Background: an optimization exercise with open tools, aiming at small area and a short achievable clock period. Do not read the settings as production practice. RTL that was checked went through simulation tests only; none was proved equivalent to the original. Power figures rest on the tool's default switching activity, not on a simulated workload.

==> trial 49: inputs <==
==> flow/design.v (excerpt) <==
module pe_array (
  input wire [3:0] sw_output_1,
  input wire [3:0] sw_output_2,
  input wire [3:0] sw_output_3,
  input wire [3:0] sw_output_4,
  input wire [3:0] sw_output_5,
  input wire [3:0] sw_output_6,
  input wire [3:0] sw_output_7,
  input wire [3:0] sw_output_8,
  input wire [3:0] sw_output_9,
  input wire [3:0] sw_output_10,
  input wire [3:0] sw_output_11,
  input wire [3:0] sw_output_12,
  input wire [3:0] sw_output_13,
  input wire [3:0] sw_output_14,
  input wire [3:0] sw_output_15,
  input wire [3:0] sw_output_16,
  input wire [3:0] sw_output_17,
  input wire [3:0] sw_output_18,
  input wire [3:0] sw_output_19,
  input wire [3:0] sw_output_20,
  input wire [3:0] sw_output_21,
  input wire [3:0] sw_output_22,
  input wire [3:0] sw_output_23,
  input wire [3:0] sw_output_24,
  input wire [3:0] sw_output_25,
  input wire [3:0] sw_output_26,
  input wire [3:0] sw_output_27,
  input wire [3:0] sw_output_28,
  input wire [3:0] sw_output_29,
  input wire [3:0] sw_output_30,
  input wire [3:0] sw_output_31,
  input wire [3:0] sw_output_32,
  input wire [3:0] sw_output_33,
  input wire [3:0] sw_output_34,
  input wire [3:0] sw_output_35,
  input wire [3:0] sw_output_36,
  input wire [3:0] sw_output_37,
  input wire [3:0] sw_output_38,
  input wire [3:0] sw_output_39,
  input wire [3:0] sw_output_40,
  input wire [3:0] sw_output_41,
  input wire [3:0] sw_output_42,
  input wire [3:0] sw_output_43,
  input wire [3:0] sw_output_44,
  input wire [3:0] sw_output_45,
  input wire [3:0] sw_output_46,
  input wire [3:0] sw_output_47,
  input wire [3:0] sw_output_48,
  input wire [3:0] sw_output_49,
  input wire [3:0] sw_output_50,
  input wire [3:0] sw_output_51,
  input wire [3:0] sw_output_52,
  input wire [3:0] sw_output_53,
  input wire [3:0] sw_output_54,
  input wire [3:0] sw_output_55,
  input wire [3:0] sw_output_56,
  input wire [3:0] sw_output_57,
  input wire [3:0] sw_output_58,
  input wire [3:0] sw_output_59,
  input wire [3:0] sw_output_60,
  input wire [3:0] sw_output_61,
  input wire [3:0] sw_output_62,
  input wire [3:0] sw_output_63,
  ...
clock: 4.5 ns
lec_check: 0
cap_margin: 20
core_margin: 2
core_utilization: 60
cts_cluster_diameter: 100
cts_cluster_size: 30
setup_slack_margin: 2.0
slew_margin: 20
synth_hierarchical: 1
standard.sh (not shown) runs the stock make flow with config.mk's settings and CLKGATE_MAP_FILE= SYNTH_SCRIPT=/design/flow/synth_recipe.tcl, a recipe that flattens the netlist after the stock synthesis.
==> flow/flow/run.sh <==
#!/bin/bash
# Standard layout, with plain buffers (instead of delay cells) on the ports.
set -euo pipefail
bash standard.sh "BUFFER_PORTS_ARGS=-buffer_cell sky130_fd_sc_hd__buf_2" finish > standard_flow.log 2>&1
==> build 26: changes against trial 49 <==
--- a/flow/design.v
+++ b/flow/design.v
@@ -170,33 +170,24 @@
 hai u2 (.a(a[1]), .b(t1c), .s(t2s), .co(t2c));
 wire t3s, t3c;
 hai u3 (.a(a[2]), .b(t2c), .s(t3s), .co(t3c));
 assign y = {t3s, t2s, t1s};
 endmodule
-module resolve_3_11 (
+module resolve_out (
   input  wire [7:0] lo,
   input  wire [2:0] cd,
   input  wire c8,
   input  wire [2:0] hi,
   input  wire clr,
   output wire [10:0] v
 );
-wire t1s, t1c;
-hai u1 (.a(lo[4]), .b(cd[0]), .s(t1s), .co(t1c));
-wire t2s, t2c;
-fa u2 (.a(lo[5]), .b(cd[1]), .c(t1c), .s(t2s), .co(t2c));
-wire t3s, t3c;
-fa u3 (.a(lo[6]), .b(cd[2]), .c(t2c), .s(t3s), .co(t3c));
-wire t4s, t4c;
-hai u4 (.a(lo[7]), .b(t3c), .s(t4s), .co(t4c));
-wire t5s, t5c;
-fa u5 (.a(c8), .b(hi[0]), .c(t4c), .s(t5s), .co(t5c));
-wire t6s, t6c;
-hai u6 (.a(hi[1]), .b(t5c), .s(t6s), .co(t6c));
-wire t7s, t7c;
-hai u7 (.a(hi[2]), .b(t6c), .s(t7s), .co(t7c));
-assign v = ~{t7s, t6s, t5s, t4s, t3s, t2s, t1s, lo[3], lo[2], lo[1], lo[0]} & {11{~clr}};
+wire [7:0] l = ~lo;
+wire [2:0] h = ~hi;
+wire [4:0] u = {1'b0, l[7:4]} + ({5'd0, ~cd[0]} << 0) + ({5'd0, ~cd[1]} << 1) + ({5'd0, ~cd[2]} << 2);
+wire c = u[4] | ~c8;
+wire [2:0] h1 = h + 3'd1;
+assign v = {c ? h1 : h, u[3:0], l[3:0]} & {11{~clr}};
 endmodule
 module fa (input wire a, input wire b, input wire c, output wire s, output wire co);
 assign s = a ^ b ^ c;
 assign co = (a & b) | (a & c) | (b & c);
 endmodule
@@ -609,11 +600,11 @@
   scd_0_8 <= cd_0_8;
   sc8_0_8 <= c8_0_8;
   sh_0_8 <= hn_0_8;
 end
 wire [10:0] v_0_8;
-resolve_3_11 rs_0_8 (.lo(s_0_8), .cd(scd_0_8), .c8(sc8_0_8), .hi(sh_0_8), .clr(clr), .v(v_0_8));
+resolve_out rs_0_8 (.lo(s_0_8), .cd(scd_0_8), .c8(sc8_0_8), .hi(sh_0_8), .clr(clr), .v(v_0_8));
 reg [10:0] o_0;
 always @(posedge clk) o_0 <= v_0_8;
 assign final_output_1 = {1'b0, o_0 & {11{pe_array_enable}}};
 wire [7:0] lo_1_0;
 wire [2:0] cd_1_0;
@@ -831,11 +822,11 @@
   scd_1_8 <= cd_1_8;
   sc8_1_8 <= c8_1_8;
   sh_1_8 <= hn_1_8;
 end
 wire [10:0] v_1_8;
-resolve_3_11 rs_1_8 (.lo(s_1_8), .cd(scd_1_8), .c8(sc8_1_8), .hi(sh_1_8), .clr(clr), .v(v_1_8));
+resolve_out rs_1_8 (.lo(s_1_8), .cd(scd_1_8), .c8(sc8_1_8), .hi(sh_1_8), .clr(clr), .v(v_1_8));
 reg [10:0] o_1;
 always @(posedge clk) o_1 <= v_1_8;
 assign final_output_2 = {1'b0, o_1 & {11{pe_array_enable}}};
 wire [7:0] lo_2_0;
 wire [2:0] cd_2_0;
@@ -1053,11 +1044,11 @@
   scd_2_8 <= cd_2_8;
   sc8_2_8 <= c8_2_8;
   sh_2_8 <= hn_2_8;
 end
 wire [10:0] v_2_8;
-resolve_3_11 rs_2_8 (.lo(s_2_8), .cd(scd_2_8), .c8(sc8_2_8), .hi(sh_2_8), .clr(clr), .v(v_2_8));
+resolve_out rs_2_8 (.lo(s_2_8), .cd(scd_2_8), .c8(sc8_2_8), .hi(sh_2_8), .clr(clr), .v(v_2_8));
 reg [10:0] o_2;
 always @(posedge clk) o_2 <= v_2_8;
 assign final_output_3 = {1'b0, o_2 & {11{pe_array_enable}}};
 wire [7:0] lo_3_0;
 wire [2:0] cd_3_0;
@@ -1275,11 +1266,11 @@
   scd_3_8 <= cd_3_8;
   sc8_3_8 <= c8_3_8;
   sh_3_8 <= hn_3_8;
 end
 wire [10:0] v_3_8;
-resolve_3_11 rs_3_8 (.lo(s_3_8), .cd(scd_3_8), .c8(sc8_3_8), .hi(sh_3_8), .clr(clr), .v(v_3_8));
+resolve_out rs_3_8 (.lo(s_3_8), .cd(scd_3_8), .c8(sc8_3_8), .hi(sh_3_8), .clr(clr), .v(v_3_8));
 reg [10:0] o_3;
 always @(posedge clk) o_3 <= v_3_8;
 assign final_output_4 = {1'b0, o_3 & {11{pe_array_enable}}};
 wire [7:0] lo_4_0;
 wire [2:0] cd_4_0;
@@ -1497,11 +1488,11 @@
   scd_4_8 <= cd_4_8;
   sc8_4_8 <= c8_4_8;
   sh_4_8 <= hn_4_8;
 end
 wire [10:0] v_4_8;
-resolve_3_11 rs_4_8 (.lo(s_4_8), .cd(scd_4_8), .c8(sc8_4_8), .hi(sh_4_8), .clr(clr), .v(v_4_8));
+resolve_out rs_4_8 (.lo(s_4_8), .cd(scd_4_8), .c8(sc8_4_8), .hi(sh_4_8), .clr(clr), .v(v_4_8));
 reg [10:0] o_4;
 always @(posedge clk) o_4 <= v_4_8;
 assign final_output_5 = {1'b0, o_4 & {11{pe_array_enable}}};
 wire [7:0] lo_5_0;
 wire [2:0] cd_5_0;
@@ -1719,11 +1710,11 @@
   scd_5_8 <= cd_5_8;
   sc8_5_8 <= c8_5_8;
   sh_5_8 <= hn_5_8;
 end
 wire [10:0] v_5_8;
-resolve_3_11 rs_5_8 (.lo(s_5_8), .cd(scd_5_8), .c8(sc8_5_8), .hi(sh_5_8), .clr(clr), .v(v_5_8));
+resolve_out rs_5_8 (.lo(s_5_8), .cd(scd_5_8), .c8(sc8_5_8), .hi(sh_5_8), .clr(clr), .v(v_5_8));
 reg [10:0] o_5;
 always @(posedge clk) o_5 <= v_5_8;
 assign final_output_6 = {1'b0, o_5 & {11{pe_array_enable}}};
 wire [7:0] lo_6_0;
 wire [2:0] cd_6_0;
@@ -1941,11 +1932,11 @@
   scd_6_8 <= cd_6_8;
   sc8_6_8 <= c8_6_8;
   sh_6_8 <= hn_6_8;
 end
 wire [10:0] v_6_8;
-resolve_3_11 rs_6_8 (.lo(s_6_8), .cd(scd_6_8), .c8(sc8_6_8), .hi(sh_6_8), .clr(clr), .v(v_6_8));
+resolve_out rs_6_8 (.lo(s_6_8), .cd(scd_6_8), .c8(sc8_6_8), .hi(sh_6_8), .clr(clr), .v(v_6_8));
 reg [10:0] o_6;
 always @(posedge clk) o_6 <= v_6_8;
 assign final_output_7 = {1'b0, o_6 & {11{pe_array_enable}}};
 wire [7:0] lo_7_0;
 wire [2:0] cd_7_0;
@@ -2163,11 +2154,11 @@
   scd_7_8 <= cd_7_8;
   sc8_7_8 <= c8_7_8;
   sh_7_8 <= hn_7_8;
 end
 wire [10:0] v_7_8;
-resolve_3_11 rs_7_8 (.lo(s_7_8), .cd(scd_7_8), .c8(sc8_7_8), .hi(sh_7_8), .clr(clr), .v(v_7_8));
+resolve_out rs_7_8 (.lo(s_7_8), .cd(scd_7_8), .c8(sc8_7_8), .hi(sh_7_8), .clr(clr), .v(v_7_8));
 reg [10:0] o_7;
 always @(posedge clk) o_7 <= v_7_8;
 assign final_output_8 = {1'b0, o_7 & {11{pe_array_enable}}};
 wire [7:0] lo_8_0;
 wire [2:0] cd_8_0;
@@ -2385,10 +2376,10 @@
   scd_8_8 <= cd_8_8;
   sc8_8_8 <= c8_8_8;
   sh_8_8 <= hn_8_8;
 end
 wire [10:0] v_8_8;
-resolve_3_11 rs_8_8 (.lo(s_8_8), .cd(scd_8_8), .c8(sc8_8_8), .hi(sh_8_8), .clr(clr), .v(v_8_8));
+resolve_out rs_8_8 (.lo(s_8_8), .cd(scd_8_8), .c8(sc8_8_8), .hi(sh_8_8), .clr(clr), .v(v_8_8));
 reg [10:0] o_8;
 always @(posedge clk) o_8 <= v_8_8;
 assign final_output_9 = {1'b0, o_8 & {11{pe_array_enable}}};
 endmodule
==> flow/flow/run.sh (replaced) <==
#!/bin/bash
# Standard layout, with plain buffers (instead of delay cells) on the ports.
set -euo pipefail
bash standard.sh "BUFFER_PORTS_ARGS=-buffer_cell sky130_fd_sc_hd__buf_1" finish > standard_flow.log 2>&1
CORE_UTILIZATION = 70   (was 60)
==> summary.txt <==
- Against trial 49, the critical path depth of build 26 is lower by 4.
- Against build 26, the fmax of trial 49 is lower by 3.2%.
- Between build 26 and trial 49, the lower area after synthesis is in trial 49 (gap about 1.3%, measured against trial 49).
- Of trial 49 and build 26, build 26 has the higher core utilization (gap 9.3 points).
- Between trial 49 and build 26, the lower non-clock buffer count is in build 26 (gap 2).
- Against build 26, the sequential share of layout area of trial 49 is lower by 0.061 points.
- Between build 26 and trial 49, the lower final cell count is in build 26 (gap about 1.1%, measured against trial 49).
- Register-to-register slack: build 26 is higher than trial 49 (0.19 ns).
- Against build 26, the die area of trial 49 is larger by about 15%.
==> figures <==
item	trial 49	build 26
Site row count	142	132
Reg2reg end	o_5[10]	s_1_4[4]
Number of buffers added for setup after CTS	1	0
Sink of the worst hold path	sh_1_2	sh_5_2
Final #Nets	9263	9459
DR iter-0 viols	1621	1920
Clock-cell share of area	2.283%	2.267%
Outcome	finished clean	finished clean
Multi-input gate share of the layout cell area	46.96%	47.95%
Max-Slew Margin vs Limit	40.77%	47.42%
Routed length on met3	10.70 mm	10.39 mm
Met1 wire length	61.85 mm	60.59 mm
Length in cells of the worst reg-to-reg path	8	4
Die Footprint	0.1541 mm²	0.1340 mm²
1st-pass router iterations	7	5
Inverter count of the layout excluding clock inverters	0	81
Area occupied by multi-input gates	0.04283 mm²	0.04366 mm²
Origin of the worst min-delay path	dc8_1_1	dc8_5_1
Setup crit end kind	flip-flop	output port
The RTL of trial 49 was laid out without a check of its function.


==> sierra <==
Another version of the RTL of pe_array (not shown whole).
==> flow/config.mk <==
export PLATFORM = sky130hd
export DESIGN_NAME = pe_array
export DESIGN_NICKNAME = pe_array
export VERILOG_FILES = /design/flow/design.v
export SDC_FILE = /design/flow/constraint.sdc
export NUM_CORES = 4
export LEC_CHECK = 0
export CAP_MARGIN = 20
export CORE_MARGIN = 2
export CORE_UTILIZATION = 40
export GPL_TIMING_DRIVEN = 0
export SLEW_MARGIN = 20
==> flow/constraint.sdc <==
create_clock -name core_clock -period 4.5 [get_ports {clk}]
set_input_delay 0.9000 -clock core_clock [delete_from_list [all_inputs] [get_ports {clk}]]
set_output_delay 0.9000 -clock core_clock [all_outputs]
set_load 0.01 [all_outputs]
run.sh (not shown) runs the stock make flow with config.mk's settings and CLKGATE_MAP_FILE= SYNTH_SCRIPT=/design/flow/synth_recipe.tcl, a recipe that flattens the netlist after the stock synthesis.
Stock flow here: none of the scripts above is used.
==> inputs of harbor, as changes to sierra <==
CORE_UTILIZATION = 55   (was 40)
SETUP_SLACK_MARGIN = 1.0   (was default)
==> qor summary <==
metric                                                                            sierra                      harbor
Outcome                                                       complete, but fails checks  complete, but fails checks
Violated checks                                                     negative setup slack        negative setup slack
Final design utilization                                                           0.502                       0.715
Highest net fanout along the worst path                                               10                           8
Number of vias after detailed routing                                             52,400                      53,800
Hold Crit Start                                                                 s_2_0[6]                    s_1_1[3]
Clk_buf instances                                                                    255                         235
Highest clock rate                                                               215 MHz                     214 MHz
Final Total Pwr                                                                  44.2 mW                     44.7 mW
Combinational fraction of design power                                             0.233                       0.249
Overall die width                                                                 467 um                      399 um
Number of gates resized after cts                                                    258                         403
Routed metal-1 wirelength                                                         109 mm                     98.7 mm
Number of failing setup endpoints in the final timing report                          44                          48
Tightest Pin Transition                                                          1190 ps                     1360 ps
Design Area, Final                                                           107,000 um2                 110,000 um2
Number of DRC violations after detailed-routing iteration 0                        2,097                       2,612
Via-to-Cell Ratio                                                                   4.43                        4.85
Reg2reg path depth                                                                    21                          22
Met1 capacity usage during global routing                                          0.300                       0.380
Met3 track utilization from global routing                                        0.0457                      0.0787
Worst rel slew slack                                                               0.207                      0.0920
Post-CTS setup repair buffer count                                                    35                          53
End point of the critical path                                                 s_0_6[10]                    s_1_4[9]
Worst-case hold path end point                                                  d_2_0[6]                    d_1_1[3]
WL met2                                                                           115 mm                      111 mm
Share of cell area taken by multi-input logic gates                                0.459                       0.475
HPWL reported at the end of detailed placement                                    198 mm                      182 mm
No run of this note included a check of the RTL's function; only the layout flow was run.


==> job 6920: inputs <==
Another version of the RTL of pe_array (not shown whole).
==> flow/config.mk <==
export PLATFORM = sky130hd
export DESIGN_NAME = pe_array
export DESIGN_NICKNAME = pe_array
export VERILOG_FILES = /design/flow/design.v
export SDC_FILE = /design/flow/constraint.sdc
export NUM_CORES = 4
export LEC_CHECK = 0
export CAP_MARGIN = 20
export CORE_MARGIN = 2
export CORE_UTILIZATION = 60
export SETUP_SLACK_MARGIN = 2.0
export SLEW_MARGIN = 20
export SYNTH_HIERARCHICAL = 1
==> flow/constraint.sdc <==
create_clock -name core_clock -period 4.5 [get_ports {clk}]
set_input_delay 0.9000 -clock core_clock [delete_from_list [all_inputs] [get_ports {clk}]]
set_output_delay 0.9000 -clock core_clock [all_outputs]
set_load 0.01 [all_outputs]
standard.sh (not shown) runs the stock make flow with config.mk's settings and CLKGATE_MAP_FILE= SYNTH_SCRIPT=/design/flow/synth_recipe.tcl, a recipe that flattens the netlist after the stock synthesis.
==> flow/flow/run.sh <==
#!/bin/bash
# Standard layout, with plain buffers (instead of delay cells) on the ports.
set -euo pipefail
bash standard.sh "BUFFER_PORTS_ARGS=-buffer_cell sky130_fd_sc_hd__buf_2" finish > standard_flow.log 2>&1
==> job 3194 (differences from job 6920) <==
CTS_CLUSTER_DIAMETER = 100   (was default)
CTS_CLUSTER_SIZE = 30   (was default)
==> job 3391 (differences from job 6920) <==
--- a/flow/design.v
+++ b/flow/design.v
@@ -8,36 +8,40 @@
 wire [15:0] pp;
 genvar x, y;
 generate for (x = 0; x < 4; x = x + 1) begin : gx
   for (y = 0; y < 4; y = y + 1) begin : gy
     assign pp[4*x+y] = w[x] & i[y];
   end
 end endgenerate
-wire t1s, t1c;
-ha u1 (.a(pp[1]), .b(pp[4]), .s(t1s), .co(t1c));
-wire t2s, t2c;
-fa u2 (.a(pp[2]), .b(pp[5]), .c(pp[8]), .s(t2s), .co(t2c));
-wire t3s, t3c;
-ha u3 (.a(t1c), .b(t2s), .s(t3s), .co(t3c));
-wire t4s, t4c;
-fa u4 (.a(pp[3]), .b(pp[6]), .c(pp[9]), .s(t4s), .co(t4c));
-wire t5s, t5c;
-fa u5 (.a(pp[12]), .b(t2c), .c(t4s), .s(t5s), .co(t5c));
-wire t6s, t6c;
-fa u6 (.a(pp[7]), .b(pp[10]), .c(pp[13]), .s(t6s), .co(t6c));
-wire t7s, t7c;
-fa u7 (.a(t4c), .b(t6s), .c(t5c), .s(t7s), .co(t7c));
-wire t8s, t8c;
-fa u8 (.a(pp[11]), .b(pp[14]), .c(t6c), .s(t8s), .co(t8c));
-wire t9s, t9c;
-ha u9 (.a(t8s), .b(t7c), .s(t9s), .co(t9c));
-wire t10s, t10c;
-ha u10 (.a(pp[15]), .b(t8c), .s(t10s), .co(t10c));
-assign lo = {t10c, t10s, t9s, t7s, t3c, t3s, t1s, pp[0]};
-assign cd = {t9c, t5s};
+wire t1 = pp[3] ^ pp[6];
+wire t2 = pp[3] & pp[6];
+wire t3 = pp[7] ^ pp[10];
+wire t4 = pp[7] & pp[10];
+wire t5 = pp[2] ^ pp[5];
+wire t6 = pp[2] & pp[5];
+wire t7 = pp[9] ^ pp[12] ^ t1;
+wire t8 = (pp[9] & pp[12]) | (pp[9] & t1) | (pp[12] & t1);
+wire t9 = pp[13] ^ t3 ^ t2;
+wire t10 = (pp[13] & t3) | (pp[13] & t2) | (t3 & t2);
+wire t11 = pp[11] ^ pp[14] ^ t4;
+wire t12 = (pp[11] & pp[14]) | (pp[11] & t4) | (pp[14] & t4);
+wire t13 = pp[1] ^ pp[4];
+wire t14 = pp[1] & pp[4];
+wire t15 = pp[8] ^ t5 ^ t14;
+wire t16 = (pp[8] & t5) | (pp[8] & t14) | (t5 & t14);
+wire t17 = t7 ^ t6;
+wire t18 = t7 & t6;
+wire t19 = t9 ^ t8 ^ t18;
+wire t20 = (t9 & t8) | (t9 & t18) | (t8 & t18);
+wire t21 = t11 ^ t10 ^ t20;
+wire t22 = (t11 & t10) | (t11 & t20) | (t10 & t20);
+wire t23 = pp[15] ^ t12;
+wire t24 = pp[15] & t12;
+assign lo = {t24, t23, t21, t19, t17, t15, t13, pp[0]};
+assign cd = {t22, t16};
 assign c8 = 1'b0;
 endmodule
 module mac_unit (
   input  wire [3:0] w,
   input  wire [3:0] i,
   input  wire [7:0] psum,
   input  wire [1:0] cin,
@@ -48,65 +52,61 @@
 wire [15:0] pp;
 genvar x, y;
 generate for (x = 0; x < 4; x = x + 1) begin : gx
   for (y = 0; y < 4; y = y + 1) begin : gy
     assign pp[4*x+y] = w[x] & i[y];
   end
 end endgenerate
-wire t1s, t1c;
-ha u1 (.a(psum[0]), .b(pp[0]), .s(t1s), .co(t1c));
-wire t2s, t2c;
-fa u2 (.a(psum[1]), .b(pp[1]), .c(pp[4]), .s(t2s), .co(t2c));
-wire t3s, t3c;
-ha u3 (.a(t1c), .b(t2s), .s(t3s), .co(t3c));
-wire t4s, t4c;
-fa u4 (.a(psum[2]), .b(pp[2]), .c(pp[5]), .s(t4s), .co(t4c));
-wire t5s, t5c;
-fa u5 (.a(pp[8]), .b(t2c), .c(t4s), .s(t5s), .co(t5c));
-wire t6s, t6c;
-ha u6 (.a(t3c), .b(t5s), .s(t6s), .co(t6c));
-wire t7s, t7c;
-fa u7 (.a(psum[3]), .b(cin[0]), .c(pp[3]), .s(t7s), .co(t7c));
-wire t8s, t8c;
-fa u8 (.a(pp[6]), .b(pp[9]), .c(pp[12]), .s(t8s), .co(t8c));
-wire t9s, t9c;
-fa u9 (.a(t4c), .b(t7s), .c(t8s), .s(t9s), .co(t9c));
-wire t10s, t10c;
-ha u10 (.a(t5c), .b(t9s), .s(t10s), .co(t10c));
-wire t11s, t11c;
-fa u11 (.a(psum[4]), .b(pp[7]), .c(pp[10]), .s(t11s), .co(t11c));
-wire t12s, t12c;
-fa u12 (.a(pp[13]), .b(t7c), .c(t8c), .s(t12s), .co(t12c));
-wire t13s, t13c;
-fa u13 (.a(t11s), .b(t9c), .c(t12s), .s(t13s), .co(t13c));
-wire t14s, t14c;
-ha u14 (.a(t10c), .b(t13s), .s(t14s), .co(t14c));
-wire t15s, t15c;
-fa u15 (.a(psum[5]), .b(pp[11]), .c(pp[14]), .s(t15s), .co(t15c));
-wire t16s, t16c;
-fa u16 (.a(t11c), .b(t15s), .c(t12c), .s(t16s), .co(t16c));
-wire t17s, t17c;
-fa u17 (.a(t13c), .b(t16s), .c(t14c), .s(t17s), .co(t17c));
-wire t18s, t18c;
-fa u18 (.a(psum[6]), .b(cin[1]), .c(pp[15]), .s(t18s), .co(t18c));
-wire t19s, t19c;
-fa u19 (.a(t15c), .b(t18s), .c(t16c), .s(t19s), .co(t19c));
-wire t20s, t20c;
-fa u20 (.a(psum[7]), .b(t18c), .c(t19c), .s(t20s), .co(t20c));
-assign lo = {t20s, t19s, t17s, t14s, t6c, t6s, t3s, t1s};
-assign cd = {t17c, t10s};
-assign c8 = t20c;
-endmodule
-module fa (input wire a, input wire b, input wire c, output wire s, output wire co);
-assign s = a ^ b ^ c;
-assign co = (a & b) | (a & c) | (b & c);
-endmodule
-module ha (input wire a, input wire b, output wire s, output wire co);
-assign s = a ^ b;
-assign co = a & b;
+wire t1 = pp[3] ^ pp[6] ^ pp[9];
+wire t2 = (pp[3] & pp[6]) | (pp[3] & pp[9]) | (pp[6] & pp[9]);
+wire t3 = pp[7] ^ pp[10];
+wire t4 = pp[7] & pp[10];
+wire t5 = pp[2] ^ pp[5];
+wire t6 = pp[2] & pp[5];
+wire t7 = pp[12] ^ psum[3] ^ cin[0];
+wire t8 = (pp[12] & psum[3]) | (pp[12] & cin[0]) | (psum[3] & cin[0]);
+wire t9 = pp[13] ^ psum[4] ^ t3;
+wire t10 = (pp[13] & psum[4]) | (pp[13] & t3) | (psum[4] & t3);
+wire t11 = pp[11] ^ pp[14] ^ psum[5];
+wire t12 = (pp[11] & pp[14]) | (pp[11] & psum[5]) | (pp[14] & psum[5]);
+wire t13 = pp[15] ^ psum[6];
+wire t14 = pp[15] & psum[6];
+wire t15 = pp[1] ^ pp[4];
+wire t16 = pp[1] & pp[4];
+wire t17 = pp[8] ^ psum[2] ^ t5;
+wire t18 = (pp[8] & psum[2]) | (pp[8] & t5) | (psum[2] & t5);
+wire t19 = t1 ^ t7 ^ t6;
+wire t20 = (t1 & t7) | (t1 & t6) | (t7 & t6);
+wire t21 = t2 ^ t9 ^ t8;
+wire t22 = (t2 & t9) | (t2 & t8) | (t9 & t8);
+wire t23 = t4 ^ t11 ^ t10;
+wire t24 = (t4 & t11) | (t4 & t10) | (t11 & t10);
+wire t25 = cin[1] ^ t13 ^ t12;
+wire t26 = (cin[1] & t13) | (cin[1] & t12) | (t13 & t12);
+wire t27 = psum[7] ^ t14;
+wire t28 = psum[7] & t14;
+wire t29 = pp[0] ^ psum[0];
+wire t30 = pp[0] & psum[0];
+wire t31 = psum[1] ^ t15 ^ t30;
+wire t32 = (psum[1] & t15) | (psum[1] & t30) | (t15 & t30);
+wire t33 = t17 ^ t16 ^ t32;
+wire t34 = (t17 & t16) | (t17 & t32) | (t16 & t32);
+wire t35 = t19 ^ t18;
+wire t36 = t19 & t18;
+wire t37 = t21 ^ t20 ^ t36;
+wire t38 = (t21 & t20) | (t21 & t36) | (t20 & t36);
+wire t39 = t23 ^ t22 ^ t38;
+wire t40 = (t23 & t22) | (t23 & t38) | (t22 & t38);
+wire t41 = t25 ^ t24;
+wire t42 = t25 & t24;
+wire t43 = t27 ^ t26 ^ t42;
+wire t44 = (t27 & t26) | (t27 & t42) | (t26 & t42);
+assign lo = {t43, t41, t39, t37, t35, t33, t31, t29};
+assign cd = {t40, t34};
+assign c8 = t44 | t28;
 endmodule
 module pe_array (
   input wire [3:0] sw_output_1,
   input wire [3:0] sw_output_2,
   input wire [3:0] sw_output_3,
   input wire [3:0] sw_output_4,
   input wire [3:0] sw_output_5,
@@ -276,18 +276,21 @@
   output wire [11:0] final_output_4,
   output wire [11:0] final_output_5,
   output wire [11:0] final_output_6,
   output wire [11:0] final_output_7,
   output wire [11:0] final_output_8,
   output wire [11:0] final_output_9
 );
-reg reset_d;
-always @(posedge clk) reset_d <= reset;
+reg reset_d, reset_dd;
+always @(posedge clk) begin
+  reset_d <= reset;
+  reset_dd <= reset_d;
+end
 wire dclr = reset | reset_d;
-wire oclr = dclr;
+wire oclr = reset | reset_d;
 wire [7:0] lo_0_0;
 wire [1:0] cd_0_0;
 wire c8_0_0;
 mac_first pe_0_0 (.w(sw_output_1), .i(sw_output_82), .lo(lo_0_0), .cd(cd_0_0), .c8(c8_0_0));
 reg [7:0] s_0_0, d_0_0;
 reg [1:0] scd_0_0, dcd_0_0;
 reg sc8_0_0, dc8_0_0;
SETUP_SLACK_MARGIN = 1.3   (was 2.0)
SYNTH_HIERARCHICAL = default   (was 1)
==> job 644 (differences from job 6920) <==
CTS_BUF_LIST = sky130_fd_sc_hd__clkbuf_4   (was default)
==> flow_summary_export.csv <==
group,metric,value,unit
run_status,outcome,"timing/DRC/antenna clean",
global_route,grt_pass1_wl,293000,microns
pwr,powerComb,6980,uW
global_route,use_met1,0.284,
timing,fin_ws,1.45,ns
place,dp_slack,0.962,ns
route,num_vias,52594,
floorplanning,fp.coreArea,154000,sq um
pwr,vdd_drop_max,0.000426,V
setup_path,rr_startpoint,"d_4_7[5]",
pwr,switching_share,0.250,
(the above is from job 3391)
==> flow_summary_export.csv <==
group,metric,value,unit
global_route,use_met1,0.272,
place,dp_slack,1.15,ns
pwr,p_seq_frac,0.458,
pwr,powerComb,7690,uW
setup_path,rr_startpoint,"dcd_4_3[0]",
route,ant_nets,0,
timing,worst_pin_slew,1.01,ns
floorplanning,fp.coreArea,154000,sq um
global_route,grt_pass1_wl,273000,microns
run_status,outcome,"timing/DRC/antenna clean",
timing,fin_ws,1.93,ns
place,io_buffers,749,
pwr,switching_share,0.245,
cells_and_area,non_clock_buffer_area_share,0.0437,
pwr,vdd_drop_max,0.000357,V
route,num_vias,46204,
(the above is from job 6920)
==> flow_summary_export.csv <==
group,metric,value,unit
setup_path,rr_startpoint,"d_8_3[3]",
route,num_vias,45012,
pwr,vdd_drop_max,0.000444,V
timing,fin_ws,1.85,ns
run_status,outcome,"timing/DRC/antenna clean",
cells_and_area,n_all_buffers,767,
global_route,use_met1,0.274,
place,dp_slack,1.15,ns
pwr,switching_share,0.260,
global_route,grt_pass1_wl,266000,microns
(the above is from job 3194)
==> flow_summary_export.csv <==
group,metric,value,unit
run_status,outcome,"timing/DRC/antenna clean",
setup_path,rr_startpoint,"d_4_1[3]",
place,dp_slack,1.15,ns
floorplanning,fp.coreArea,154000,sq um
global_route,grt_pass1_wl,281000,microns
timing,fin_ws,1.66,ns
pwr,vdd_drop_max,0.000266,V
global_route,use_met1,0.268,
pwr,powerComb,7900,uW
(the above is from job 644)
For job 3391, only the layout was checked, not whether the RTL still works.

==> port drivers added, routing unchanged <==
The flow's constraints put no driver on any port. The routed layouts listed below were extracted and timed again, unchanged, in two steps. Step 1 (the two cells are an assumption about what drives the block):
set clk [get_ports {clk}]
set_driving_cell -lib_cell sky130_fd_sc_hd__clkbuf_16 $clk
set_driving_cell -lib_cell sky130_fd_sc_hd__buf_2 [delete_from_list [all_inputs] $clk]
Step 2, shift: input delay + t, output delay - t, t = (earliest + latest rising clock arrival at the registers) / 2. This alone moves slack from input paths to output paths. Slacks: ideal / step 1 / step 2; pairs: ideal / step 1.
run | t (ns) | setup slack, ns | latest minus earliest clock arrival (ns) | slew at the worst register clock pin (ns) | worst data-port slew with drivers (ns)
trial 49 | 0.778 | 1.991 / 1.991 / 1.399 | 0.024 / 0.024 | 0.11 / 0.11 | 0.16
build 26 | 0.762 | 2.071 / 1.943 / 1.312 | 0.057 / 0.057 | 0.11 / 0.11 | 0.18
sierra | 0.908 | -0.158 / -0.187 / -0.918 | 0.043 / 0.042 | 0.07 / 0.07 | 0.83
harbor | 0.880 | -0.166 / -0.166 / -0.806 | 0.028 / 0.028 | 0.07 / 0.07 | 0.49
job 6920 | 0.870 | 1.934 / 1.703 / 1.088 | 0.024 / 0.024 | 0.06 / 0.06 | 0.33
job 3194 | 0.774 | 1.852 / 1.713 / 1.094 | 0.036 / 0.036 | 0.12 / 0.12 | 0.32
job 3391 | 0.889 | 1.450 / 1.425 / 0.916 | 0.024 / 0.025 | 0.06 / 0.06 | 0.17
job 644 | 1.335 | 1.656 / 1.618 / 0.590 | 0.063 / 0.063 | 0.07 / 0.07 | 0.16
For job 644, which loses most, drivers alone change the setup slack by -0.038 ns; drivers and shift together by -1.066 ns.
